This is an optimization exercise on Yosys and OpenROAD, whose aim is small area and a short achievable clock period, not a production implementation.
In this exercise RTL edits were held to simulation tests only and were not proved equivalent to the original.
No activity file was given, so power comes from the tool's default toggle rates.

<file path="design/flow/flow/run.sh">
#!/bin/bash
# The standard layout, with the ports buffered by plain buffers instead of
# ORFS's default choice (a delay cell that repair cannot resize out of its
# footprint). Everything else is the standard.sh unchanged.
set -euo pipefail
export BUFFER_PORTS_ARGS="-buffer_cell sky130_fd_sc_hd__buf_2"
bash standard.sh > standard.log 2>&1
</file>
<file path="design/flow/standard.sh">
#!/bin/bash
# synth_recipe.tcl (not shown) runs the flow's synth.tcl, then flattens the netlist and writes it again
# the make line also repeats each setting of config.mk as NAME=value (left out here)
make -C /OpenROAD-flow-scripts/flow DESIGN_CONFIG=/design/flow/config.mk WORK_HOME=/design/flow/orfs CLKGATE_MAP_FILE= SYNTH_SCRIPT=/design/flow/synth_recipe.tcl "${@:-finish}"
</file>
<file path="design/flow/config.mk">
export PLATFORM = sky130hd
export DESIGN_NAME = UART_TRANSMITTER
export DESIGN_NICKNAME = UART_TRANSMITTER
export VERILOG_FILES = /design/flow/design.v
export SDC_FILE = /design/flow/constraint.sdc
export NUM_CORES = 4
export LEC_CHECK = 0
export CAP_MARGIN = 20
export CORE_MARGIN = 2
export CORE_UTILIZATION = 60
export CTS_BUF_LIST = sky130_fd_sc_hd__clkbuf_8
export CTS_CLUSTER_DIAMETER = 100
export CTS_CLUSTER_SIZE = 16
export SETUP_SLACK_MARGIN = 3.2
export SLEW_MARGIN = 20
export SYNTH_HIERARCHICAL = 1
export SYNTH_MINIMUM_KEEP_SIZE = 0
</file>
<file path="design/flow/constraint.sdc">
create_clock -name core_clock -period 6.0 [get_ports {clock_i}]
set_input_delay 1.2000 -clock core_clock [delete_from_list [all_inputs] [get_ports {clock_i}]]
set_output_delay 1.2000 -clock core_clock [all_outputs]
set_load 0.01 [all_outputs]
</file>
<file path="design/flow/design.v">
module UART_TRANSMITTER (
	input clock_i, reset_n_i, data_write_i,
	input [7:0] data_i,
	input [5:0] data_buffer_full_thres_i,
	input [1:0] baudrate_select_i,
	output data_buffer_full_o,
	output uart_tx_o
);
reg [7:0] num;
reg w;
always @(*)
	case (baudrate_select_i)
		2'd0: w = num[4];
		2'd1: w = num[5];
		2'd2: w = num[6];
		default: w = num[7];
	endcase
always @(posedge clock_i)
	num <= reset_n_i ? (w ? 8'd0 : num + 8'd1) : 8'd0;
wire tick = reset_n_i & w;
localparam IDLE = 4'd3, START = 4'd8, PARITY = 4'd1, STOP = 4'd2;
reg [3:0] ph;
reg [5:0] cnt;
wire nonempty = cnt != 6'd0;
wire done = tick & (ph == STOP);
wire [5:0] match, x1;
wire [1:0] miss;
genvar i;
generate
	for (i = 0; i < 6; i = i + 1) begin : cmp
		G_NAND2 p (.a(data_buffer_full_thres_i[i]), .b(cnt[i]), .y(x1[i]));
		G_O21AI m (.a1(data_buffer_full_thres_i[i]), .a2(cnt[i]), .b1(x1[i]), .y(match[i]));
	end
endgenerate
G_NAND3 n0 (.a(match[0]), .b(match[1]), .c(match[2]), .y(miss[0]));
G_NAND3 n1 (.a(match[3]), .b(match[4]), .c(match[5]), .y(miss[1]));
G_NOR2 n2 (.a(miss[0]), .b(miss[1]), .y(data_buffer_full_o));
wire full = cnt == data_buffer_full_thres_i;
wire wr = data_write_i & ~full;
wire [5:0] cnt_up = done ? cnt : cnt + 6'd1;
wire [5:0] cnt_kp = done ? cnt - 6'd1 : cnt;
always @(posedge clock_i)
	cnt <= reset_n_i ? (wr ? cnt_up : cnt_kp) : 6'd0;
always @(posedge clock_i)
	if (!reset_n_i)
		ph <= IDLE;
	else if (tick & (ph != IDLE | nonempty))
		ph <= (ph == IDLE) ? START : ph + 4'd1;
reg [255:0] R;             
reg [4:0] sw, sr;          
reg cm;                    
reg hc;                    
reg [7:0] D1;              
reg v1;                    
wire [4:0] sw1 = sw + 5'd1;
wire [3:0] E = sw1[4:1];   
wire ins = (wr & ~sw[0]) | v1;
wire [7:0] nidata;
G_MUX2I8 dmux (.a(data_i), .b(D1), .s(v1), .y(nidata));
wire [7:0] idata = ~nidata;
wire hclr = (ph[3:2] == 2'd0) & (ph != IDLE) & ~hc & (sr == 5'd0);
wire clr = ~reset_n_i | hclr | (cm & (sr != 5'd0));
wire [7:0] tapa = ~R[255:248];    
wire [7:0] tapb = ~R[127:120];    
always @(posedge clock_i) begin
	D1 <= data_i;
	v1 <= wr & sw[0];
end
always @(posedge clock_i)
	if (!reset_n_i) begin
		sw <= 5'd1;
		sr <= 5'd1;
		cm <= 1'b1;
		hc <= 1'b0;
	end else begin
		sw <= wr ? sw : sw1;
		sr <= hclr ? sr : sr + 5'd1;
		cm <= cm & (sr != 5'd0);
		hc <= done ? 1'b0 : (hc | hclr);
	end
reg nb, par, txq;
wire [2:0] k = ph[2:0];    
always @(posedge clock_i)
	if (sr[3:0] == 4'd0)
		nb <= sr[4] ? tapb[k] : tapa[k];
always @(posedge clock_i)
	if (tick & ph[3])
		par <= (ph == START ? 1'b0 : par) ^ nb;
always @(posedge clock_i)
	if (!reset_n_i)
		txq <= 1'b1;
	else if (tick)
		txq <= (ph == IDLE) ? ~nonempty :
		       ph[3] ? nb :
		       (ph == 4'd0) ? par : 1'b1;
assign uart_tx_o = txq;
genvar m;
generate
	for (m = 0; m < 16; m = m + 1) begin : stage
		wire sel = ins & (E == m);
		if (m == 0) begin : tap
			always @(posedge clock_i)
				R[7:0] <= (tapa & {8{~clr}}) | ({8{sel & reset_n_i}} & idata);
		end else if (m % 2 == 1) begin : inv
			wire [7:0] d;
			RING_AOI g (.a(R[16*m-8 +: 8]), .d(idata), .s(sel), .y(d));
			always @(posedge clock_i)
				R[16*m +: 8] <= d;
		end else begin : noninv
			wire [7:0] d;
			RING_OAI g (.a(R[16*m-8 +: 8]), .nd(nidata), .ns(~sel), .y(d));
			always @(posedge clock_i)
				R[16*m +: 8] <= d;
		end
		always @(posedge clock_i)
			R[16*m+8 +: 8] <= R[16*m +: 8];
	end
endgenerate
endmodule
module RING_AOI (
	input [7:0] a, d,
	input s,
	output [7:0] y
);
assign y = ~(a | ({8{s}} & d));
endmodule
module RING_OAI (
	input [7:0] a, nd,
	input ns,
	output [7:0] y
);
assign y = ~(a & ({8{ns}} | nd));
endmodule
module G_O21AI (input a1, a2, b1, output y);
assign y = ~((a1 | a2) & b1);
endmodule
module G_NAND2 (input a, b, output y);
assign y = ~(a & b);
endmodule
module G_NAND3 (input a, b, c, output y);
assign y = ~(a & b & c);
endmodule
module G_NOR2 (input a, b, output y);
assign y = ~(a | b);
endmodule
module G_MUX2I8 (input [7:0] a, b, input s, output [7:0] y);
assign y = ~(s ? b : a);
endmodule
</file>
==> flow_results.org, run 1 <==
** Floorplanning
- DIE WIDTH :: 122 um
- The floorplan step set the die height to 122 um.
- Total die area :: about 0.015 mm^2
- Core Footprint :: around 0.014 mm^2
- 21 I/O pins were placed.
- Once the floorplan was initialized, standard cells occupied about three fifths of the core.
- Count of standard-cell rows :: 43

** Worst setup path
- Startpoint kind of the worst setup timing path :: primary input
- Data required, critical path :: 4800 ps
- The critical path is of the primary input to output port type.
- At the worst endpoint, the arrival time is 1730 ps.
- Crit path max fanout :: 3
- STA classifies the critical path endpoint as an output port.

** Global routing
- Across every metal layer, demand over resource in global routing totals 22.3%.
- First-pass GRT wire length :: 25300 um
- Sum of overflow across all layers after global routing :: 0
- The via count of the first global-routing pass was about 4800.
- Entering global routing, the biggest net connects 25 pins.
- Number of antenna violations at the first check in global routing :: 0

** Clock tree
- In this run, post-CTS hold repair placed 0 buffers.
- Clock tree synthesis found a total of 298 sinks.
- Clock buffer count from CTS :: 22
- Clock-pin slew was measured on the worst setup and hold paths at about 110 ps.
- CTS Root Cell :: sky130_fd_sc_hd__clkbuf_8
- Clock tree from TritonCTS :: yes
- H-tree depth reported by CTS :: 1
- The later pin in the worst-skew pair is clocked with a latency of approximately 520 ps.
- Clock tree buffer depth :: 3

** STA
- Peak Freq :: 341 MHz
- Hold violation total from the final report :: 0
- Setup violations remaining at the end of the flow were counted as 0.
- Count of pins over their slew limit :: 0
- The final critical path takes up 48.9% of the cycle.
- Min cycle time layout :: around 2900 ps
- Worst Tran Pin Value :: around 1100 ps
- Clock skew on the completed layout was measured at 21.7 ps.
- In the final timing run, aggregate negative setup slack is 0 ps.
- Setup repair after global routing missed its margin :: true
- After layout, the worst setup slack is 3070 ps.
- Worst slew margin relative to its limit :: 29.7%

** Synth
- Cell type contributing the most total cell area after synthesis :: sky130_fd_sc_hd__dfxtp_1
- Counting flops with an async set or reset pin after synthesis yields a share of 0%.
- Sequential area share after synthesis :: 71.3%
- Yosys warns :: 7
- Proportion of netlist area held by the largest area contributor :: 70.6%
- The mapped netlist covers about 0.0084 mm^2.
- Per-instance average area after synthesis :: roughly 13 um^2
- Syn Inst Count :: 668
- Counting flops and latches in the post-synthesis netlist gives 298.
- The netlist uses about 50 different library cells.
- The synthesized design contains 2 enable-type register cells.
- Dominant cells by area after synthesis :: sky130_fd_sc_hd__dfxtp_1 71%, sky130_fd_sc_hd__a21oi_1 3.8%, sky130_fd_sc_hd__o21ai_0 3.8%
- Among all flip-flop cells after synthesis, the most frequent one is sky130_fd_sc_hd__dfxtp_1.
- Number of nets produced by synthesis :: 699

** Place
- Port Buffers :: 20
- Prior to clock tree synthesis, the placed netlist has a worst setup slack of ~2300 ps.
- The placed instances occupy a cell area of 0.00873 mm^2.
- Detailed placement ended at an HPWL of approximately 10000 um.
- Routability-driven placement finished with a final weighted congestion of between 0.8 and 0.9.

** Worst hold path
- The worst hold path belongs to the class flip-flop to flip-flop.

** Job
- Max-cap violations in this run came to 0.

** Drt
- Total vias in the final route :: 4832
- In this run, the number of DRC markers left after iteration 0 of detailed routing was 384.
- In the routed design, unresolved DRC markers number 0.
- The count of nets left with antenna violations once routing finished came out at 0.
- Summed over all layers, the routed wires come to 16000 um.
- Drt via density :: 5.48
- After detailed routing, the average wire length per cell comes to 18.2 um.
- Iteration count of the initial detailed-routing pass :: 5

** Layout
- Compared with the post-synthesis result, the final layout area differs by 8.91%.
- Summing all non-filler instances in the final layout gives an area of 0.00915 mm^2.
- After the last flow step, the layout net total stands at 732.
- The repair_antennas step left the layout with diodes totalling 0.
- Cells with a size suffix above 1 make up between 10% and 20% of the layout.

** Power
- Power Density :: 417 mW/mm^2
- Summed over all cells, the static leakage comes to 3.68 nW.
- Total power for the finished layout comes to 3.82 mW.
- Max VDD drop :: 0.349 mV

** Run status
- The run finished with no timing, DRC or antenna violations.
==> Yosys cell counts, types with 5 or more instances <==
master / n
sky130_fd_sc_hd__a21oi_1: 64
sky130_fd_sc_hd__a21oi_2: 8
sky130_fd_sc_hd__buf_6: 10
sky130_fd_sc_hd__clkbuf_1: 6
sky130_fd_sc_hd__dfxtp_1: 296
sky130_fd_sc_hd__ha_1: 11
sky130_fd_sc_hd__inv_1: 18
sky130_fd_sc_hd__mux2i_1: 19
sky130_fd_sc_hd__mux4_2: 5
sky130_fd_sc_hd__nand2_1: 28
sky130_fd_sc_hd__nand2b_1: 9
sky130_fd_sc_hd__nand3_1: 12
sky130_fd_sc_hd__nor2_1: 29
sky130_fd_sc_hd__nor3_1: 5
sky130_fd_sc_hd__o21ai_0: 63
sky130_fd_sc_hd__o21ai_1: 6
sky130_fd_sc_hd__o22ai_1: 8
sky130_fd_sc_hd__xnor2_1: 7
sky130_fd_sc_hd__xor2_1: 17
==> Yosys stat by module, one instance, submodules excluded, excerpt <==
module / cell area (um^2) / times used / flops+latches
G_MUX2I8: 91.3 / 1 / 0
G_NAND2: 3.75 / 6 / 0
G_NOR2: 3.75 / 1 / 0
G_O21AI: 5.00 / 6 / 0
RING_AOI: 55.1 / 8 / 0
RING_OAI: 40.0 / 7 / 0
UART_TRANSMITTER: 7520 / 1 / 298
==> final cells by class <==
cell class / count / area [um^2]
inverters: 18 / 75.1
clock buffers: 23 / 317
multi-input cells: 336 / 2340
well taps: 180 / 225
fillers: 1083 / 4630
flip-flops and latches: 298 / 5990
repair buffers: 25 / 186
clock inverters: 2 / 12.5
==> layout by cell type, fill, tap and decap left out, drive strengths merged, types with 2 or more instances in the layout <==
cell type,instances
a21o,2
a21oi,73
and2,3
and3,3
buf,25
clkbuf,23
dfxtp,296
edfxtp,2
ha,11
inv,19
mux2i,19
mux4,5
nand2,28
nand2b,9
nand3,12
nand3b,3
nand4b,2
nor2,29
nor2b,2
nor3,5
o2111ai,2
o211ai,3
o21ai,70
o22ai,9
or3,4
or4,3
xnor2,7
xor2,18
==> power by group <==
part | switching (mW) | internal [mW] | leakage, nW
Combinational | 0.182 | 0.142 | 1.03
Clock | 0.567 | 0.348 | 0.175
Sequential | 0.145 | 2.43 | 2.47
==> worst max-delay path, cell delays in order <==
cell	delay [ps]
sky130_fd_sc_hd__buf_6	100
sky130_fd_sc_hd__o21ai_2	130
sky130_fd_sc_hd__nand3_1	80
sky130_fd_sc_hd__nor2_1	90
sky130_fd_sc_hd__buf_2	130
==> what timing repair did <==
action,4_1_cts,5_1_grt
resized for setup,19,6
hold endpoints to repair,0,0
setup buffers,0,0
setup endpoints to repair,4,21
pin swaps,4,3
==> state kept, by name (all words and copies together) (netlist names), 4 cells and up <==
signal / flops
num: 8
R: 256
sw: 5
ph: 4
cnt: 6
D1: 8
sr: 5
==> metal layers <==
| metal | vias up | routed length, um | GRT usage, % |
|---|---|---|---|
| met3 | 21 | 781 | 4.41 |
| met2 | 119 | 7290 | 35.6 |
| met4 | 0 | 258 | 5.89 |
| met5 | - | 0 | 0 |
| met1 | 2357 | 7700 | 31.4 |
| li1 | 2335 | - | - |
==> path summary, 6_finish.rpt <==
check,endpoint,slack [ps],cells after the start,startpoint
max,data_buffer_full_o,3070,5,data_buffer_full_thres_i[5]
min,R[238]$_DFF_P_,320,0,R[230]$_DFF_P_
max reg2reg,cnt[5]$_SDFFE_PN0P_,3250,10,cnt[0]$_SDFFE_PN0P_
min reg2reg,R[238]$_DFF_P_,320,0,R[230]$_DFF_P_
==> logic make-up after synthesis <==
logic type      Yosys count  synth area share (%)
mux                      25                  3.74
simple gates            105                  6.20
xor+xnor                 25                  2.70
fa+ha+maj                12                  1.88
compound gates          169                  11.8
buf+inv                  34                  2.41
flops                   298                  71.3
==> per-stage QoR <==
stage	instances	util (%)	hold WS, ps
6_report	882	66.4	317
5_1_grt	882	66.4	320
4_1_cts	882	66.3	317
3_5_place_dp	857	63.4	312
3_3_place_gp	857	63.4	310
2_1_floorplan	668	-	310
==> run 2: changes to the inputs <==
--- a/design/flow/config.mk
+++ b/design/flow/config.mk
@@ -5,12 +5,13 @@
 export SDC_FILE = /design/flow/constraint.sdc
 export NUM_CORES = 4
 export LEC_CHECK = 0
+export ABC_AREA = 1
 export CAP_MARGIN = 20
 export CORE_MARGIN = 2
 export CORE_UTILIZATION = 60
 export CTS_BUF_LIST = sky130_fd_sc_hd__clkbuf_8
 export CTS_CLUSTER_DIAMETER = 100
-export CTS_CLUSTER_SIZE = 16
+export CTS_CLUSTER_SIZE = 18
 export SETUP_SLACK_MARGIN = 3.2
 export SLEW_MARGIN = 20
 export SYNTH_HIERARCHICAL = 1
==> flow_results.org, run 2 <==
** Global routing
- Vias in the first global route :: 5012 (was 4802)
- The largest net degree at the start of global routing came to 20 (was 25).
- Sum of overflow across all layers after global routing :: 0 (unchanged)
- Number of antenna violations at the first check in global routing :: 0 (unchanged)
- The global-route wire length before repair came to 25100 um (was 25300 um).
- GR Util All Layers :: 21.2% (was 22.3%)

** STA
- Count of pins over their slew limit :: 0 (unchanged)
- Fraction of the cycle the final worst path needs :: 48.9% (about the same)
- The time the final worst path needs with I/O delays and setup came to 2940 ps (was 2930 ps).
- Worst slew margin relative to its limit :: 43.5% (was 29.7%)
- The count of final setup violators came to 0 (unchanged).
- Setup repair after global routing missed its margin: true (unchanged).
- The final hold violation count is 0 (unchanged).
- Peak Freq :: 341 MHz (about the same)
- Final-layout worst hold slack :: 319 ps (was 317 ps)
- The worst clock skew came to 27.1 ps (was 21.7 ps).
- The total negative slack for setup checks came to 0 ps (unchanged).
- Worst Tran Pin Value :: 844 ps (was 1050 ps)

** Layout
- The area added between synthesis and finish came to 7.19% (was 8.91%).
- Regs by FF count :: R (256), D1 (8), num (8) (unchanged)
- Commonest cells after routing, fill and taps aside :: 296 x sky130_fd_sc_hd__dfxtp_1, 90 x sky130_fd_sc_hd__nand2_1, 83 x sky130_fd_sc_hd__a21oi_1 (was 296 x sky130_fd_sc_hd__dfxtp_1, 63 x sky130_fd_sc_hd__a21oi_1, 62 x sky130_fd_sc_hd__o21ai_0)
- The diode insertion count for antenna repair was 0 (unchanged).
- Share of layout cells above drive strength 1 :: 12.9% (was 13.4%)
- Count of filler cells inserted in the layout :: 1118 (was 1083)
- Top reg by flops :: R (unchanged)
- The flip-flop count of the largest register after layout is 256 (unchanged).
- The final net count came to 859 (was 732).
- The most common cell after layout, fill and taps aside is sky130_fd_sc_hd__dfxtp_1 (unchanged).
- Layout Utilization :: 66.1% (was 66.4%)

** Synth
- The Yosys warning count was 7 (unchanged).
- The dominant combinational cell family by area after synthesis is compound AO/OA/AOI/OAI gates (unchanged).
- The area share of xor/xnor cells in the synthesized design is 1.30% (was 2.70%).
- Commonest cells in the synthesized netlist :: 296 x sky130_fd_sc_hd__dfxtp_1, 96 x sky130_fd_sc_hd__nand2_1, 83 x sky130_fd_sc_hd__a21oi_1, 73 x sky130_fd_sc_hd__o21ai_0, 68 x sky130_fd_sc_hd__inv_1 (was 296 x sky130_fd_sc_hd__dfxtp_1, 64 x sky130_fd_sc_hd__a21oi_1, 63 x sky130_fd_sc_hd__o21ai_0, 29 x sky130_fd_sc_hd__nor2_1, 28 x sky130_fd_sc_hd__nand2_1)
- Number of nets produced by synthesis :: 828 (was 699)
- The count of flip-flops with a built-in enable after synthesis was 2 (unchanged).
- The most frequent cell after synthesis is sky130_fd_sc_hd__dfxtp_1 (unchanged).
- Cell area after synthesis :: 0.00860 mm^2 (was 0.00840 mm^2)
- Dominant cells by area after synthesis: sky130_fd_sc_hd__dfxtp_1 69%, sky130_fd_sc_hd__a21oi_1 4.8%, sky130_fd_sc_hd__o21ai_0 4.2% (was sky130_fd_sc_hd__dfxtp_1 71%, sky130_fd_sc_hd__a21oi_1 3.8%, sky130_fd_sc_hd__o21ai_0 3.8%).
- Syn Inst Count :: 797 (was 668)
- Post-synthesis cell type count :: 39 (was 49)
- The post-synthesis simple-gate area fraction is 10.1% (was 6.20%).
- Fraction of the mapped netlist area in compound gates :: 12.0% (was 11.8%)
- The share of synthesized area occupied by flip-flops and latches came to 69.6% (was 71.3%).
- The mean instance size in the synthesized netlist came to 10.8 um^2 (was 12.6 um^2).
- Share of flip-flops with an asynchronous set or reset after synthesis :: 0% (unchanged)
- The share of cell area taken by muxes after synthesis is 0% (was 3.74%).
- Post-Synth Adder-Cell Area :: 1.83% (was 1.88%)
- Post-synth top flop :: sky130_fd_sc_hd__dfxtp_1 (unchanged)
- Cell type contributing the most total cell area after synthesis :: sky130_fd_sc_hd__dfxtp_1 (unchanged)
- Synth Register Bits :: 298 (unchanged)
- Proportion of netlist area held by the largest area contributor :: 68.9% (was 70.6%)

** Worst setup path
- The critical path data required time was 4800 ps (about the same).
- The register-to-register setup slack was 3590 ps (was 3250 ps).
- The critical path's largest stage delay is 130 ps (about the same).
- The kind of critical path is primary input to output port (unchanged).
- Cell depth of the worst flop-to-flop path :: 9 (was 10)
- Launching point of the worst reg2reg path :: cnt[0]$_SDFFE_PN0P_ (unchanged)
- The worst reg2reg path endpoint was R[55]$_DFF_P_ (was cnt[5]$_SDFFE_PN0P_).
- Startpoint kind of the worst setup timing path :: primary input (unchanged)
- Kind of end point of the critical path :: output port (unchanged)
- The arrival time of the worst setup path is 1740 ps (was 1730 ps).
- The maximum fanout along the worst path came to 4 (was 3).
- Family with the most delay on the worst path :: buffers and inverters (unchanged)
- Count of buffer and inverter cells on the critical path :: 2 (unchanged)
- Cell Chain, Critical Path: buf_6, o21ai_2, nand3_1, nor2_1, buf_2 (unchanged).
- The standard cell with the maximum stage delay on the critical path is sky130_fd_sc_hd__buf_2 (was sky130_fd_sc_hd__o21ai_2).

** Power
- Power Density :: 432 mW/mm^2 (was 417 mW/mm^2)
- Net Switching :: 973 uW (was 894 uW)
- Combinational Power Share :: 10.0% (was 8.5%)
- The internal portion of total power is 3.00 mW (was 2.92 mW).
- The net switching fraction of the power is 24.5% (was 23.4%).
- The peak ir drop on the vdd network is 0.275 mV (was 0.349 mV).
- The share of total power in sequential cells was 68.0% (was 67.6%).
- The portion of total power attributed to the clock network is 22.0% (was 24.0%).
- Static leakage :: 3.99 nW (was 3.68 nW)

** Drt
- Total vias in the final route :: 5242 (was 4832)
- Post-DR wirelength/cell :: 15.4 um (was 18.2 um)
- Drt via density :: 5.20 (was 5.48)
- The starting DRC count in detailed routing was 293 (was 384).
- The final antenna-violating net count is 0 (unchanged).
- Total routed wirelength :: 15600 um (was 16000 um)
- The number of detailed-route iterations in the first pass was 4 (was 5).
- The number of remaining DRC errors was 0 (unchanged).

** Place
- Port Buffers :: 20 (unchanged)
- Estimated wirelength of the detail-placed design :: 10600 um (was 10400 um)
- RePlAce Congestion :: 0.825 (was 0.807)

** Worst hold path
- The end point of the worst hold path was R[158]$_DFF_P_ (was R[238]$_DFF_P_).
- The beginning of the worst hold path is R[150]$_DFF_P_ (was R[230]$_DFF_P_).
- Depth of the worst hold-timing path :: 0 (unchanged)
- The worst hold path class is flip-flop to flip-flop (unchanged).

** Floorplanning
- The overall die width was 124 um (was 122 um).
- The placement row count was 43 (unchanged).
- The initial core utilization is 61.7% (was 61.0%).
- Core Footprint :: 0.0139 mm^2 (was 0.0138 mm^2)
- Number of top-level pins :: 21 (unchanged)
- Height of the die :: 124 um (was 122 um)
- Total die area :: 0.0153 mm^2 (was 0.0150 mm^2)

** Clock tree
- The number of buffers inserted by hold repair at cts came to 0 (unchanged).
- The TritonCTS buffer count was 20 (was 22).
- Clk sinks :: 298 (unchanged)
- The depth of the CTS H-tree came to 1 (unchanged).
- The maximum number of buffers from clock root to sink was 3 (unchanged).
- The clock tree from TritonCTS is yes (unchanged).
- The clock transition at the registers of the reported paths was 110 ps (about the same).
- Clock latency (worst-skew pair) :: 530 ps (was 520 ps)
- The clock tree root buffer cell was sky130_fd_sc_hd__clkbuf_8 (unchanged).

** Job
- The number of maximum-capacitance constraint violations came to 0 (unchanged).

** Run status
- Status :: complete, no violations (unchanged)
[run 2: cell count changes in the layout (fill, tap and decap cells not counted), moves of 12 or more]
cell	before	now
sky130_fd_sc_hd__nand3_1	12	30
sky130_fd_sc_hd__inv_2	0	12
sky130_fd_sc_hd__nand2_1	25	90
sky130_fd_sc_hd__a21oi_1	63	83
sky130_fd_sc_hd__mux2i_1	19	0
sky130_fd_sc_hd__inv_1	18	69
[run 2: cell families after synthesis]
group           after synthesis
fa+ha+maj                    12
xor+xnor                     11
flops                       298
compound gates              189
buf+inv                      95
simple gates                192
[run 2: worst max-delay path by stage]
stage / from / end / slack (ps) / depth (start not counted)
after floorplan: data_buffer_full_thres_i[3] / cnt[3]$_SDFFE_PN0P_ / 3210 / 13
after global placement: data_buffer_full_thres_i[1] / R[82]$_DFF_P_ / 2740 / 11
after detailed placement: data_buffer_full_thres_i[0] / R[176]$_DFF_P_ / 2830 / 11
after CTS: data_buffer_full_thres_i[2] / data_buffer_full_o / 3060 / 5
after global routing: data_buffer_full_thres_i[5] / data_buffer_full_o / 3010 / 5
final: data_buffer_full_thres_i[3] / data_buffer_full_o / 3060 / 5
[run 2: worst reg2reg max path, stage by stage, from the launching register on]
cell and delay [ps]:
sky130_fd_sc_hd__dfxtp_1 560, sky130_fd_sc_hd__nand2_1 110, sky130_fd_sc_hd__nand2_1 100, sky130_fd_sc_hd__nor2_2 50, sky130_fd_sc_hd__nand3_4 130, sky130_fd_sc_hd__nand3_1 110, sky130_fd_sc_hd__nand2_2 170, sky130_fd_sc_hd__nand2_1 160
sky130_fd_sc_hd__nor2_1 670, sky130_fd_sc_hd__a21oi_1 200
[run 2: modules after synthesis, one instance, submodules excluded]
module            area, um^2  copies in the design
UART_TRANSMITTER        7640                     1
G_NAND2                 3.75                     6
G_NOR2                  3.75                     1
RING_OAI                40.0                     7
RING_AOI                55.1                     8
G_MUX2I8                 173                     1
G_NAND3                 5.00                     2
G_O21AI                 5.00                     6
[run 2: stage by stage]
step / power, mW / setup WS [ps] / instances / instance area, um^2
after global routing: 4.19 / 3010 / 1009 / 9220
after global placement: 3.10 / 2740 / 984 / 8790
final: 3.98 / 3060 / 1009 / 9220
after floorplan: 2.98 / 3210 / 797 / 8600
after CTS: 4.01 / 3060 / 1009 / 9170
after detailed placement: 3.13 / 2830 / 985 / 8800
[run 2: cell type report]
| type | instances | area [um^2] | area share (%) |
|---|---|---|---|
| clock buffer | 21 | 289 | 3.14 |
| clock inverter | 2 | 12.5 | 0.136 |
| sequential | 298 | 5990 | 65.0 |
| multi-input combinational | 404 | 2230 | 24.2 |
| timing repair buffer | 22 | 160 | 1.74 |
| inverter | 82 | 315 | 3.42 |
| tap | 180 | 225 | 2.44 |
[run 2: layer usage]
layer	GRT usage [%]	wire [um]
met5	0	0
met1	31.1	7930
met4	5.82	204
met2	33.1	6880
met3	3.11	550
[run 2: what timing repair did]
item,in CTS,in global routing
setup buffers,1,0
endpoints found under the setup margin,1,21
resized for setup,14,13
pin swaps,5,4
[run 2: power by group through the flow]
stage	logic [mW]	registers, mW	clock network [mW]
2_1_floorplan	0.293	2.68	0
3_3_place_gp	0.367	2.73	0
3_5_place_dp	0.386	2.75	0
4_1_cts	0.393	2.71	0.905
5_1_grt	0.454	2.76	0.980
6_report	0.396	2.70	0.877
==> run 3: changes to the inputs <==
--- a/design/flow/config.mk
+++ b/design/flow/config.mk
@@ -5,7 +5,6 @@
 export SDC_FILE = /design/flow/constraint.sdc
 export NUM_CORES = 4
 export LEC_CHECK = 0
-export ABC_AREA = 1
 export CAP_MARGIN = 20
 export CORE_MARGIN = 2
 export CORE_UTILIZATION = 60
==> flow_results.org, run 3 <==
** Run status
- Status :: complete, no violations (unchanged)

** Drt
- Total routed wirelength :: 15900 um (was 15600 um)
- Iteration count of the initial detailed-routing pass :: 4 (unchanged)
- The number of remaining DRC errors is 0 (unchanged).
- Drt via density :: 5.47 (was 5.20)
- Total vias in the final route :: 4823 (was 5242)
- The final antenna-violating net count came to 0 (unchanged).
- The wire length per cell was 18.0 um (was 15.4 um).
- The starting DRC count in detailed routing came to 384 (was 293).

** Layout
- Share of layout cells above drive strength 1 :: 13.3% (was 12.9%)
- Count of filler cells inserted in the layout :: 1091 (was 1118)
- Leading cell type in the layout, fill and taps excluded :: sky130_fd_sc_hd__dfxtp_1 (unchanged)
- The diode insertion count for antenna repair was 0 (unchanged).
- P&R area growth vs syn :: 8.67% (was 7.19%)
- Layout Utilization :: 66.3% (was 66.1%)
- Final net count :: 731 (was 859)
- The flip-flop count of the largest register after layout came to 256 (unchanged).
- The area of all placed cells without fillers came to 0.00913 mm^2 (was 0.00922 mm^2).
- Regs by FF count :: R (256), D1 (8), num (8) (unchanged)
- Commonest cells after routing, fill and taps aside :: 296 x sky130_fd_sc_hd__dfxtp_1, 63 x sky130_fd_sc_hd__a21oi_1, 62 x sky130_fd_sc_hd__o21ai_0 (was 296 x sky130_fd_sc_hd__dfxtp_1, 90 x sky130_fd_sc_hd__nand2_1, 83 x sky130_fd_sc_hd__a21oi_1)
- Top reg by flops :: R (unchanged)

** Power
- Net Switching :: 881 uW (was 973 uW)
- The static power due to leakage came to 3.67 nW (was 3.99 nW).
- Max VDD drop :: 0.285 mV (was 0.275 mV)
- Fraction of power consumed by sequential logic :: 68.2% (was 68.0%)
- Clock Power Share :: 23.2% (was 22.0%)
- The areal power density over the cells was 414 mW/mm^2 (was 432 mW/mm^2).
- Combinational Power Share :: 8.6% (was 10.0%)
- Switching Fraction :: 23.3% (was 24.5%)
- The internal portion of total power is 2.90 mW (was 3.00 mW).
- The total design power was 3.78 mW (was 3.98 mW).

** Synth
- The number of different library cells in the post-synthesis netlist came to 49 (was 39).
- The count of flip-flops with a built-in enable after synthesis is 2 (unchanged).
- The flop and latch count out of synthesis came to 298 (unchanged).
- Share of flip-flops with an asynchronous set or reset after synthesis :: 0% (unchanged)
- Synthesized-area fraction occupied by xor and xnor cells :: 2.70% (was 1.30%)
- The post-synthesis simple-gate area fraction is 6.20% (was 10.1%).
- Multiplexer share of the synthesized area :: 3.74% (was 0%)
- Cell type contributing the most total cell area after synthesis :: sky130_fd_sc_hd__dfxtp_1 (unchanged)
- Cell with the most instances after synthesis :: sky130_fd_sc_hd__dfxtp_1 (unchanged)
- Yosys warns :: 7 (unchanged)
- Sequential area share after synthesis :: 71.3% (was 69.6%)
- The adder-cell area share of the yosys netlist was 1.88% (was 1.83%).
- Fraction of the mapped netlist area in compound gates :: 11.8% (was 12.0%)
- The flip-flop cell with the highest count after synthesis was sky130_fd_sc_hd__dfxtp_1 (unchanged).
- Dominant cells by area after synthesis :: sky130_fd_sc_hd__dfxtp_1 71%, sky130_fd_sc_hd__a21oi_1 3.8%, sky130_fd_sc_hd__o21ai_0 3.8% (was sky130_fd_sc_hd__dfxtp_1 69%, sky130_fd_sc_hd__a21oi_1 4.8%, sky130_fd_sc_hd__o21ai_0 4.2%)
- The dominant combinational cell family by area after synthesis is compound AO/OA/AOI/OAI gates (unchanged).
- The share of Yosys cell area claimed by the top area cell type came to 70.6% (was 68.9%).
- Cell area after synthesis :: 0.00840 mm^2 (was 0.00860 mm^2)
- Commonest cells in the synthesized netlist :: 296 x sky130_fd_sc_hd__dfxtp_1, 64 x sky130_fd_sc_hd__a21oi_1, 63 x sky130_fd_sc_hd__o21ai_0, 29 x sky130_fd_sc_hd__nor2_1, 28 x sky130_fd_sc_hd__nand2_1 (was 296 x sky130_fd_sc_hd__dfxtp_1, 96 x sky130_fd_sc_hd__nand2_1, 83 x sky130_fd_sc_hd__a21oi_1, 73 x sky130_fd_sc_hd__o21ai_0, 68 x sky130_fd_sc_hd__inv_1)
- Number of nets produced by synthesis :: 699 (was 828)
- Syn Inst Count :: 668 (was 797)
- Per-instance average area after synthesis :: 12.6 um^2 (was 10.8 um^2)

** Worst setup path
- Cell Chain, Critical Path :: buf_6, o21ai_2, nand3_1, nor2_1, buf_2 (unchanged)
- The kind of critical path was primary input to output port (unchanged).
- Arrival time of the worst setup path :: 1730 ps (was 1740 ps)
- The worst reg2reg path depth is 10 (was 9).
- The worst reg2reg path endpoint is cnt[5]$_SDFFE_PN0P_ (was R[55]$_DFF_P_).
- Data required, critical path :: 4800 ps (about the same)
- Crit path max fanout :: 3 (was 4)
- Max stage delay on crit path :: 130 ps (about the same)
- Kind of end point of the critical path :: output port (unchanged)
- Launching point of the worst reg2reg path :: cnt[0]$_SDFFE_PN0P_ (unchanged)
- R2R Setup Slk :: 3300 ps (was 3590 ps)
- The type of element launching the critical path is a primary input (unchanged).
- The standard cell with the maximum stage delay on the critical path is sky130_fd_sc_hd__o21ai_2 (was sky130_fd_sc_hd__buf_2).

** Global routing
- Number of antenna violations at the first check in global routing :: 0 (unchanged)
- First-pass GRT wire length :: 25000 um (was 25100 um)
- Vias in the first global route :: 4741 (was 5012)
- The total routing resource utilization after global routing came to 22.0% (was 21.2%).
- Pin count of the biggest net entering global routing :: 25 (was 20)
- Sum of overflow across all layers after global routing :: 0 (unchanged)

** STA
- Min cycle time layout :: 2930 ps (was 2940 ps)
- The final hold violation count came to 0 (unchanged).
- Setup repair after global routing missed its margin: true (unchanged).
- The max-slew violation count is 0 (unchanged).
- Peak Freq :: 341 MHz (about the same)
- The final worst-path setup slack is 3070 ps (was 3060 ps).
- Final setup violation count :: 0 (unchanged)
- The worst-margin pin slew is 1030 ps (was 844 ps).
- The worst relative slew slack was 30.9% (was 43.5%).
- The worst clock skew is 41.1 ps (was 27.1 ps).
- The total negative slack for setup checks was 0 ps (unchanged).
- The final critical-path share of the clock period is 48.9% (about the same).

** Place
- Estimated wirelength of the detail-placed design :: 10400 um (was 10600 um)
- Post-detailed-placement cell area :: 0.00873 mm^2 (was 0.00880 mm^2)
- The global placer's final weighted congestion came to 0.807 (was 0.825).
- Pre-CTS setup slack :: 2340 ps (was 2830 ps)
- Port Buffers :: 20 (unchanged)

** Floorplanning
- Core Footprint :: 0.0138 mm^2 (was 0.0139 mm^2)
- The height of the die came to 122 um (was 124 um).
- Count of standard-cell rows :: 43 (unchanged)
- DIE WIDTH :: 122 um (was 124 um)
- Number of top-level pins :: 21 (unchanged)
- The total die area came to 0.0150 mm^2 (was 0.0153 mm^2).
- Starting utilization of the core area :: 61.0% (was 61.7%)

** Clock tree
- CTS Root Cell :: sky130_fd_sc_hd__clkbuf_8 (unchanged)
- Clk sinks :: 298 (unchanged)
- The TritonCTS buffer count was 20 (unchanged).
- Clock tree from TritonCTS :: yes (unchanged)
- Clock tree buffer depth :: 3 (unchanged)
- Clock latency (worst-skew pair) :: 520 ps (was 530 ps)
- The clock transition at the registers of the reported paths is 120 ps (was 110 ps).
- H-tree depth reported by CTS :: 1 (unchanged)

** Job
- The number of maximum-capacitance constraint violations is 0 (unchanged).

** Worst hold path
- Depth of the worst hold-timing path :: 0 (unchanged)
- The worst hold path class is flip-flop to flip-flop (unchanged).
- The end point of the worst hold path is R[43]$_DFF_P_ (was R[158]$_DFF_P_).
- The beginning of the worst hold path is R[35]$_DFF_P_ (was R[150]$_DFF_P_).
-- run 3: cell count changes in the layout (fill, tap and decap cells not counted), moves of 6 or more --
cell                       previous run  this run
sky130_fd_sc_hd__xor2_1               7        13
sky130_fd_sc_hd__mux2i_1              0        19
sky130_fd_sc_hd__nand2_1             90        25
sky130_fd_sc_hd__a21oi_1             83        63
sky130_fd_sc_hd__inv_1               69        18
sky130_fd_sc_hd__nor2_1              38        27
sky130_fd_sc_hd__o22ai_1              0         8
sky130_fd_sc_hd__inv_2               12         0
sky130_fd_sc_hd__o21ai_2             14         5
sky130_fd_sc_hd__nand3_1             30        12
sky130_fd_sc_hd__nand2b_1             0         7
sky130_fd_sc_hd__o21ai_0             73        62
-- run 3: per-layer routing --
metal  up-vias  part of all wire, %  global-route usage [%]
met5         -                    0                       0
met4         0                  1.7                    6.47
met3        21                  5.1                    3.81
met2       102                   45                    35.0
met1      2365                   48                    31.0
li1       2335                    -                       -
-- run 3: worst max-delay path by stage --
stage | startpoint | to | slack (ps) | depth (start not counted)
finish | data_buffer_full_thres_i[5] | data_buffer_full_o | 3070 | 5
global route | data_buffer_full_thres_i[4] | data_buffer_full_o | 3050 | 6
CTS | data_buffer_full_thres_i[0] | data_buffer_full_o | 3070 | 6
detailed placement | data_buffer_full_thres_i[1] | cnt[5]$_SDFFE_PN0P_ | 2340 | 11
global placement | data_buffer_full_thres_i[2] | cnt[5]$_SDFFE_PN0P_ | 2480 | 11
floorplan | data_buffer_full_thres_i[2] | cnt[5]$_SDFFE_PN0P_ | 2870 | 11
-- run 3: modules after synthesis (local to each module, per instance), a selection --
| module | cells inside | times used |
|---|---|---|
| UART_TRANSMITTER | 516 | 1 |
| G_NOR2 | 1 | 1 |
| RING_AOI | 9 | 8 |
| G_O21AI | 1 | 6 |
| G_NAND3 | 1 | 2 |
| G_NAND2 | 1 | 6 |
| RING_OAI | 8 | 7 |
-- run 3: kinds of logic (layout without fill, tap and decap cells) --
kind of cell             count (synthesis)  after routing
AO/OA/AOI/OAI                          169            169
buffers and inverters                   34             67
flip-flops                             298            298
multiplexers                            25             25
AND/OR/NAND/NOR                        105            105
adder cells (fa/ha/maj)                 12             12
XOR/XNOR                                25             25
-- run 3: worst max-delay path: cells and delay by family --
kind,cells,cell delay [ps]
AOI/OAI and AO/OA,1,130
buffers and inverters,2,230
and+or+nand+nor,2,180
-- run 3: cell type report --
| class | count | area, um^2 | area share [%] |
|---|---|---|---|
| Clock buffer | 21 | 289 | 3.17 |
| Clock inverter | 2 | 12.5 | 0.137 |
| Inverter | 18 | 75.1 | 0.823 |
| Multi-Input combinational cell | 336 | 2340 | 25.7 |
| Sequential cell | 298 | 5990 | 65.6 |
| Tap cell | 180 | 225 | 2.47 |
| Timing Repair Buffer | 26 | 194 | 2.13 |
-- run 3: power by group through the flow --
stage / registers (mW) / clock network [mW] / logic, mW
2_1_floorplan: 2.57 / 0 / 0.240
6_report: 2.58 / 0.876 / 0.323
4_1_cts: 2.58 / 0.902 / 0.322
3_5_place_dp: 2.62 / 0 / 0.313
3_3_place_gp: 2.61 / 0 / 0.297
5_1_grt: 2.62 / 0.972 / 0.363
-- run 3: what timing repair did --
action	4_1_cts	5_1_grt
setup buffers	0	1
endpoints found under the setup margin	4	22
hold buffers	0	0
pin swaps	4	3
gates resized for setup	19	6
-- run 3: through the flow --
| stage | instances | hold slack [ps] |
|---|---|---|
| 2_1_floorplan | 668 | 310 |
| 3_5_place_dp | 857 | 312 |
| 4_1_cts | 880 | 310 |
| 6_report | 881 | 304 |
| 5_1_grt | 881 | 319 |
| 3_3_place_gp | 857 | 310 |
==> run 4: changes to the inputs <==
--- a/design/flow/config.mk
+++ b/design/flow/config.mk
@@ -9,7 +9,7 @@
 export CORE_MARGIN = 2
 export CORE_UTILIZATION = 60
 export CTS_BUF_LIST = sky130_fd_sc_hd__clkbuf_8
-export CTS_CLUSTER_DIAMETER = 100
+export CTS_CLUSTER_DIAMETER = 60
 export CTS_CLUSTER_SIZE = 18
 export SETUP_SLACK_MARGIN = 3.2
 export SLEW_MARGIN = 20
==> flow_results.org, run 4 <==
** Run status
- Status :: complete, no violations (unchanged)

** Floorplanning
- DIE WIDTH :: 122 um (unchanged)
- Starting utilization of the core area :: 61.0% (unchanged)
- The area of the placeable core came to 0.0138 mm^2 (unchanged).
- The height of the die is 122 um (unchanged).
- The total die area was 0.0150 mm^2 (unchanged).
- The placement row count is 43 (unchanged).
- The I/O pin count is 21 (unchanged).

** Worst hold path
- The worst hold path class was flip-flop to flip-flop (unchanged).

** STA
- The worst relative slew slack came to 30.6% (was 30.9%).
- The worst-margin pin slew is 1040 ps (was 1030 ps).
- Worst Setup Slack, final :: 3070 ps (about the same)
- The final critical-path share of the clock period is 48.9% (about the same).
- The maximum operating frequency was 341 MHz (about the same).
- Setup repair after global routing missed its margin: true (unchanged).
- The total negative slack for setup checks is 0 ps (unchanged).
- The count of final setup violators is 0 (unchanged).
- Count of pins over their slew limit :: 0 (unchanged)
- Hold violation total from the final report :: 0 (unchanged)
- Min cycle time layout :: 2930 ps (about the same)
- The worst clock skew was 26.7 ps (was 41.1 ps).

** Drt
- Post-DR wirelength/cell :: 18.2 um (was 18.0 um)
- Total vias in the final route :: 4819 (was 4823)
- Iteration count of the initial detailed-routing pass :: 4 (unchanged)
- Total routed wirelength :: 16100 um (was 15900 um)
- The final antenna-violating net count was 0 (unchanged).
- Drt via density :: 5.46 (was 5.47)
- Detailed Route Iter0 Violations :: 307 (was 384)
- The number of remaining DRC errors was 0 (unchanged).

** Synth
- The flop and latch count out of synthesis was 298 (unchanged).
- The count of flip-flops with a built-in enable after synthesis was 2 (unchanged).
- Syn Inst Count :: 668 (unchanged)
- Number of nets produced by synthesis :: 699 (unchanged)
- Cell with the most instances after synthesis :: sky130_fd_sc_hd__dfxtp_1 (unchanged)
- The Yosys warning count came to 7 (unchanged).
- The cell type with the highest aggregate area in the netlist was sky130_fd_sc_hd__dfxtp_1 (unchanged).
- The async set or reset register ratio after synthesis was 0% (unchanged).
- The cell area after technology mapping was 0.00840 mm^2 (unchanged).
- Dominant cells by area after synthesis :: sky130_fd_sc_hd__dfxtp_1 71%, sky130_fd_sc_hd__a21oi_1 3.8%, sky130_fd_sc_hd__o21ai_0 3.8% (unchanged)
- The number of different library cells in the post-synthesis netlist was 49 (unchanged).
- Sequential area share after synthesis :: 71.3% (unchanged)
- Per-instance average area after synthesis :: 12.6 um^2 (unchanged)
- Commonest cells in the synthesized netlist :: 296 x sky130_fd_sc_hd__dfxtp_1, 64 x sky130_fd_sc_hd__a21oi_1, 63 x sky130_fd_sc_hd__o21ai_0, 29 x sky130_fd_sc_hd__nor2_1, 28 x sky130_fd_sc_hd__nand2_1 (unchanged)
- The flip-flop cell with the highest count after synthesis is sky130_fd_sc_hd__dfxtp_1 (unchanged).
- Proportion of netlist area held by the largest area contributor :: 70.6% (unchanged)

** Layout
- Leading cell type in the layout, fill and taps excluded :: sky130_fd_sc_hd__dfxtp_1 (unchanged)
- The area of all placed cells without fillers came to 0.00915 mm^2 (was 0.00913 mm^2).
- The register name with the most flops is R (unchanged).
- Number of flip-flops in the largest register :: 256 (unchanged)
- P&R area growth vs syn :: 8.97% (was 8.67%)
- Regs by FF count: R (256), D1 (8), num (8) (unchanged).
- Commonest cells after routing, fill and taps aside: 296 x sky130_fd_sc_hd__dfxtp_1, 63 x sky130_fd_sc_hd__a21oi_1, 62 x sky130_fd_sc_hd__o21ai_0 (unchanged).
- The share of cells above drive strength 1 was 13.5% (was 13.3%).
- The count of non-filler cells in the finished layout came to 883 (was 881).
- Count of antenna diodes in the layout :: 0 (unchanged)
- The final net count was 732 (was 731).

** Clock tree
- The number of sinks on the clock net came to 298 (unchanged).
- Clock buffer count from CTS :: 21 (was 20)
- The clock tree from TritonCTS is yes (unchanged).
- The clock tree root buffer cell is sky130_fd_sc_hd__clkbuf_8 (unchanged).
- The maximum number of buffers from clock root to sink was 3 (unchanged).
- The depth of the CTS H-tree is 1 (unchanged).
- Clock latency (worst-skew pair) :: 520 ps (about the same)
- Clock slew at the register clock pins of the worst setup and hold paths :: 110 ps (was 120 ps)

** Power
- Max VDD drop :: 0.290 mV (was 0.285 mV)
- The areal power density over the cells is 416 mW/mm^2 (was 414 mW/mm^2).
- Power after layout :: 3.81 mW (was 3.78 mW)
- Static leakage :: 3.68 nW (was 3.67 nW)

** Global routing
- Pin count of the biggest net entering global routing :: 25 (unchanged)
- First-pass GRT wire length :: 25100 um (was 25000 um)
- The via count of the first global-routing pass is 4753 (was 4741).
- Sum of overflow across all layers after global routing :: 0 (unchanged)
- Number of antenna violations at the first check in global routing :: 0 (unchanged)
- GR Util All Layers :: 22.0% (about the same)

** Place
- Post-detailed-placement cell area :: 0.00873 mm^2 (unchanged)
- The placed wire-length estimate came to 10400 um (unchanged).
- The global placer's final weighted congestion was 0.807 (unchanged).
- The number of port buffers was 20 (unchanged).
- Placed cell count :: 857 (unchanged)
- Pre-CTS setup slack :: 2340 ps (unchanged)

** Job
- The number of maximum-capacitance constraint violations is 0 (unchanged).

** Worst setup path
- The arrival time of the worst setup path is 1730 ps (about the same).
- Data required, critical path :: 4800 ps (about the same)
- Setup Crit Path Kind :: primary input to output port (unchanged)
- R2R Setup Slk :: 3260 ps (was 3300 ps)
- Startpoint kind of the worst setup timing path :: primary input (unchanged)
- Kind of end point of the critical path :: output port (unchanged)
- The maximum fanout along the worst path is 3 (unchanged).
-- run 4: cell counts after synthesis --
Identical to the previous run, type by type.
-- run 4: repair_timing --
action | CTS | global route
buffers inserted | 0 | 1
gates resized for setup | 19 | 6
setup endpoints to repair | 4 | 14
endpoints found under the hold margin | 0 | 0
pin swaps | 4 | 3
hold buffers | 0 | 0
-- run 4: report_power, final --
part / internal, mW / switching [mW]
Clock: 0.328 / 0.576
Sequential: 2.43 / 0.145
Combinational: 0.143 / 0.183
-- run 4: per-layer routing --
layer	GRT usage, %	share of wire, %	up-vias	wire [um]
met2	35.0	45	94	7290
met1	31.2	48	2364	7750
met3	4.18	4.4	28	702
li1	-	-	2333	-
met5	0	0	-	0
met4	6.11	2.0	0	319
-- run 4: critical path: stages --
cell and delay, ps:
sky130_fd_sc_hd__buf_6 100, sky130_fd_sc_hd__o21ai_2 130, sky130_fd_sc_hd__nand3_1 80, sky130_fd_sc_hd__nor2_1 100, sky130_fd_sc_hd__buf_2 130
-- run 4: cell type report --
class	count	area, um^2
inverters	18	75.1
clock buffers	21	289
multi-input cells	336	2340
fillers	1080	4620
well taps	180	225
flip-flops and latches	298	5990
repair buffers	26	194
clock inverters	4	37.5
-- run 4: final timing paths --
check,to,startpoint,cells after the start
setup / recovery,data_buffer_full_o,data_buffer_full_thres_i[5],5
hold / removal,R[43]$_DFF_P_,R[35]$_DFF_P_,0
setup reg to reg,cnt[5]$_SDFFE_PN0P_,cnt[0]$_SDFFE_PN0P_,10
hold reg to reg,R[43]$_DFF_P_,R[35]$_DFF_P_,0
-- run 4: cells by family after synthesis --
| logic type | Yosys count | synth area share, % |
|---|---|---|
| simple gates | 105 | 6.20 |
| buf+inv | 34 | 2.41 |
| flops | 298 | 71.3 |
| compound gates | 169 | 11.8 |
| mux | 25 | 3.74 |
| fa+ha+maj | 12 | 1.88 |
| xor+xnor | 25 | 2.70 |
-- run 4: Yosys stat by module, one instance, submodules excluded --
module | copies in the design | cells inside | cell area, um^2 | flip-flops and latches
G_O21AI | 6 | 1 | 5.00 | 0
G_NOR2 | 1 | 1 | 3.75 | 0
RING_AOI | 8 | 9 | 55.1 | 0
UART_TRANSMITTER | 1 | 516 | 7520 | 298
RING_OAI | 7 | 8 | 40.0 | 0
G_NAND2 | 6 | 1 | 3.75 | 0
G_NAND3 | 2 | 1 | 5.00 | 0
G_MUX2I8 | 1 | 9 | 91.3 | 0
-- run 4: stage by stage --
| step | hold WS, ps | utilization (%) |
|---|---|---|
| finish | 322 | 66.4 |
| global route | 336 | 66.4 |
| CTS | 322 | 66.2 |
| detailed placement | 312 | 63.4 |
| global placement | 310 | 63.4 |
| floorplan | 310 | - |
==> run 5: changes to the inputs <==
--- a/design/flow/config.mk
+++ b/design/flow/config.mk
@@ -9,9 +9,9 @@
 export CORE_MARGIN = 2
 export CORE_UTILIZATION = 60
 export CTS_BUF_LIST = sky130_fd_sc_hd__clkbuf_8
-export CTS_CLUSTER_DIAMETER = 60
+export CTS_CLUSTER_DIAMETER = 100
 export CTS_CLUSTER_SIZE = 18
-export SETUP_SLACK_MARGIN = 3.2
+export SETUP_SLACK_MARGIN = 3.1
 export SLEW_MARGIN = 20
 export SYNTH_HIERARCHICAL = 1
 export SYNTH_MINIMUM_KEEP_SIZE = 0
==> flow_results.org, run 5 <==
** Run status
- Status :: complete, no violations (unchanged)

** Synth
- Synth Register Bits :: 298 (unchanged)
- Number of nets produced by synthesis :: 699 (unchanged)
- The Yosys warning count is 7 (unchanged).
- Post-synth EDFFs :: 2 (unchanged)
- The number of different library cells in the post-synthesis netlist was 49 (unchanged).
- Dominant cells by area after synthesis: sky130_fd_sc_hd__dfxtp_1 71%, sky130_fd_sc_hd__a21oi_1 3.8%, sky130_fd_sc_hd__o21ai_0 3.8% (unchanged).
- Share of flip-flops with an asynchronous set or reset after synthesis :: 0% (unchanged)
- Commonest cells in the synthesized netlist :: 296 x sky130_fd_sc_hd__dfxtp_1, 64 x sky130_fd_sc_hd__a21oi_1, 63 x sky130_fd_sc_hd__o21ai_0, 29 x sky130_fd_sc_hd__nor2_1, 28 x sky130_fd_sc_hd__nand2_1 (unchanged)
- The instance count of the mapped netlist is 668 (unchanged).
- Cell type contributing the most total cell area after synthesis :: sky130_fd_sc_hd__dfxtp_1 (unchanged)
- Per-instance average area after synthesis :: 12.6 um^2 (unchanged)
- Post-synth top flop :: sky130_fd_sc_hd__dfxtp_1 (unchanged)
- Cell area after synthesis :: 0.00840 mm^2 (unchanged)
- Cell with the most instances after synthesis :: sky130_fd_sc_hd__dfxtp_1 (unchanged)
- Proportion of netlist area held by the largest area contributor :: 70.6% (unchanged)
- The share of synthesized area occupied by flip-flops and latches came to 71.3% (unchanged).

** Place
- Port Buffers :: 20 (unchanged)
- Pre-CTS setup slack :: 2340 ps (unchanged)
- RePlAce Congestion :: 0.807 (unchanged)
- The placed wire-length estimate came to 10400 um (unchanged).

** Worst setup path
- The standard cell with the maximum stage delay on the critical path was sky130_fd_sc_hd__o21ai_1 (was sky130_fd_sc_hd__o21ai_2).
- Crit path max fanout :: 3 (unchanged)
- The reg-to-reg critical path startpoint was cnt[0]$_SDFFE_PN0P_ (unchanged).
- Setup Crit Path Kind :: primary input to output port (unchanged)
- Max stage delay on crit path :: 130 ps (about the same)
- The kind of cell with the highest combined delay on the critical path is buffers and inverters (unchanged).
- Startpoint kind of the worst setup timing path :: primary input (unchanged)
- The startpoint of the most critical setup path is data_buffer_full_thres_i[1] (was data_buffer_full_thres_i[5]).
- Arrival time of the worst setup path :: 1730 ps (about the same)
- Data required, critical path :: 4800 ps (about the same)
- The worst path buffer plus inverter count is 2 (unchanged).
- Cell Chain, Critical Path: buf_8, o21ai_1, nand3_1, nor2_1, buf_2 (was buf_6, o21ai_2, nand3_1, nor2_1, buf_2).
- Kind of end point of the critical path :: output port (unchanged)

** Clock tree
- The number of sinks on the clock net is 298 (unchanged).
- Clock tree buffer depth :: 3 (unchanged)
- Clock slew at the register clock pins of the worst setup and hold paths :: 110 ps (about the same)
- The TritonCTS buffer count is 20 (was 21).
- The clock tree from TritonCTS is yes (unchanged).
- H-tree depth reported by CTS :: 1 (unchanged)
- Clock latency (worst-skew pair) :: 520 ps (about the same)
- CTS Root Cell :: sky130_fd_sc_hd__clkbuf_8 (unchanged)

** Drt
- Total vias in the final route :: 4836 (was 4819)
- The final antenna-violating net count came to 0 (unchanged).
- Iteration count of the initial detailed-routing pass :: 4 (unchanged)
- Detailed Route Iter0 Violations :: 334 (was 307)
- The wire length after detailed routing came to 15800 um (was 16100 um).
- Drt via density :: 5.49 (was 5.46)
- The number of remaining DRC errors was 0 (unchanged).
- The wire length per cell came to 18.0 um (was 18.2 um).

** Floorplanning
- The area of the placeable core is 0.0138 mm^2 (unchanged).
- The total die area is 0.0150 mm^2 (unchanged).
- The placement row count came to 43 (unchanged).
- Number of top-level pins :: 21 (unchanged)
- The initial core utilization was 61.0% (unchanged).
- Height of the die :: 122 um (unchanged)
- The overall die width is 122 um (unchanged).

** STA
- The final hold violation count is 0 (unchanged).
- Clock Skews :: 44.6 ps (was 26.7 ps)
- Final setup violation count :: 0 (unchanged)
- Worst slew margin relative to its limit :: 30.4% (was 30.6%)
- Setup repair after global routing missed its margin: true (unchanged).
- The final critical-path share of the clock period was 48.9% (about the same).
- Peak Freq :: 341 MHz (about the same)
- TNS Setup :: 0 ps (unchanged)
- The final worst-path setup slack was 3070 ps (about the same).
- The worst-margin pin slew came to 1040 ps (about the same).
- Min cycle time layout :: 2930 ps (about the same)
- Count of pins over their slew limit :: 0 (unchanged)

** Power
- The areal power density over the cells was 414 mW/mm^2 (was 416 mW/mm^2).
- The static power due to leakage came to 3.67 nW (was 3.68 nW).
- Max VDD drop :: 0.285 mV (was 0.290 mV)

** Global routing
- The global-route wire length before repair is 25000 um (was 25100 um).
- Sum of overflow across all layers after global routing :: 0 (unchanged)
- The largest net degree at the start of global routing is 25 (unchanged).
- The number of antenna violations at the first check in global routing is 0 (unchanged).
- GR Util All Layers :: 22.0% (about the same)
- The via count of the first global-routing pass is 4741 (was 4753).

** Worst hold path
- Min-Delay Startpoint :: R[35]$_DFF_P_ (unchanged)
- The worst hold path class was flip-flop to flip-flop (unchanged).

** Layout
- Regs by FF count :: R (256), D1 (8), num (8) (unchanged)
- The flip-flop count of the largest register after layout is 256 (unchanged).
- The register name with the most flops was R (unchanged).
- The diode insertion count for antenna repair was 0 (unchanged).
- P&R area growth vs syn :: 8.55% (was 8.97%)
- Commonest cells after routing, fill and taps aside :: 296 x sky130_fd_sc_hd__dfxtp_1, 63 x sky130_fd_sc_hd__a21oi_1, 62 x sky130_fd_sc_hd__o21ai_0 (unchanged)
- Leading cell type in the layout, fill and taps excluded :: sky130_fd_sc_hd__dfxtp_1 (unchanged)
- The final net count was 731 (was 732).
- Share of layout cells above drive strength 1 :: 12.8% (was 13.5%)

** Job
- MaxCap Viol Count :: 0 (unchanged)
## run 5: cell counts after synthesis
Identical to the previous run, type by type.
## run 5: worst paths after layout
| kind | end | slack, ps | depth (start not counted) |
|---|---|---|---|
| max | data_buffer_full_o | 3070 | 5 |
| min | R[43]$_DFF_P_ | 300 | 0 |
| max reg2reg | cnt[5]$_SDFFE_PN0P_ | 3300 | 10 |
| min reg2reg | R[43]$_DFF_P_ | 300 | 0 |
## run 5: what timing repair did
action,4_1_cts,5_1_grt
hold buffers,0,0
buffers inserted,0,1
gates resized for setup,19,3
endpoints found under the setup margin,2,3
pin swaps,4,3
## run 5: cell families (layout without fill, tap and decap cells)
group,Yosys count,in the layout,synth area share (%)
muxes,25,25,3.74
xor gates and xnor gates,25,25,2.70
buffers and inverters,34,67,2.41
adders and majority gates,12,12,1.88
DFF,298,298,71.3
and+or+nand+nor,105,105,6.20
AOI/OAI and AO/OA,169,169,11.8
## run 5: final cells by class
cell class / count / area (um^2)
timing repair buffer: 26 / 194
fill: 1091 / 4660
inverter: 18 / 75.1
multi-input combinational: 336 / 2330
clock inverter: 2 / 12.5
sequential: 298 / 5990
clock buffer: 21 / 289
tap: 180 / 225
## run 5: metrics by stage
stage	std cells	utilization (%)	instance area [um^2]	power, mW	hold slack [ps]
final	881	66.2	9120	3.77	302
after global routing	881	66.2	9120	3.96	319
after CTS	880	66.1	9100	3.81	310
after detailed placement	857	63.4	8730	2.94	312
after global placement	857	63.4	8730	2.91	310
after floorplan	668	-	8500	2.81	310
## run 5: worst reg2reg max path, delay by kind of cell, from the launching register on
kind | cells | cell delay, ps
compound gates | 4 | 960
flops | 1 | 610
mux | 2 | 370
fa+ha+maj | 1 | 310
xor+xnor | 1 | 190
simple gates | 1 | 120
buf+inv | 1 | 80
## run 5: per-layer routing
layer	vias up	global-route usage [%]	wire length (um)	share of wire, %
met3	33	3.81	750	4.7
met1	2358	31.0	7690	49
li1	2336	-	-	-
met5	-	0	0	0
met4	0	6.47	366	2.3
met2	109	35.0	7040	44
## run 5: power by group
group	total (mW)	internal (mW)	switching [mW]
Sequential	2.58	2.43	0.144
Combinational	0.322	0.143	0.179
Clock	0.875	0.320	0.555
## run 5: Yosys stat by module, one instance, submodules excluded
module | area (um^2) | flip-flops and latches
G_MUX2I8 | 91.3 | 0
G_NAND3 | 5.00 | 0
G_O21AI | 5.00 | 0
G_NAND2 | 3.75 | 0
UART_TRANSMITTER | 7520 | 298
RING_AOI | 55.1 | 0
RING_OAI | 40.0 | 0
G_NOR2 | 3.75 | 0

what the ideal ports hide:
How much do the figures lean on ideal ports? The routed layouts below were timed once more, with nothing changed but the port constraints. Step 1 sets driving cells, clkbuf_16 on the clock port and buf_2 on the other inputs (assumed; they add their load-dependent delay and slew). Step 2 moves the port delays by t, midway between the first and last clock arrival at a register: inputs arrive t later, outputs are due t later. That takes back most of the time a late clock gives input paths. Slacks: ideal / step 1 / step 2; pairs: ideal / step 1.
run | shift t [ns] | setup slack, ns | slew at the worst register clock pin (ns) | worst slew at a driven data input, ns | cell pins on the clock port's net
run 1 | 0.549 | 3.067 / 3.019 / 2.582 | 0.11 / 0.11 | 0.05 | 1
run 2 | 0.549 | 3.064 / 3.010 / 2.733 | 0.12 / 0.12 | 0.06 | 1
run 3 | 0.538 | 3.065 / 3.017 / 2.634 | 0.12 / 0.12 | 0.05 | 1
run 4 | 0.542 | 3.067 / 3.022 / 2.545 | 0.11 / 0.11 | 0.05 | 1
run 5 | 0.538 | 3.067 / 3.019 / 2.638 | 0.11 / 0.11 | 0.05 | 1
After both steps setup and hold are still met in every run listed. For run 4, which loses most, drivers alone change the setup slack by -0.045 ns; drivers and shift together by -0.522 ns.
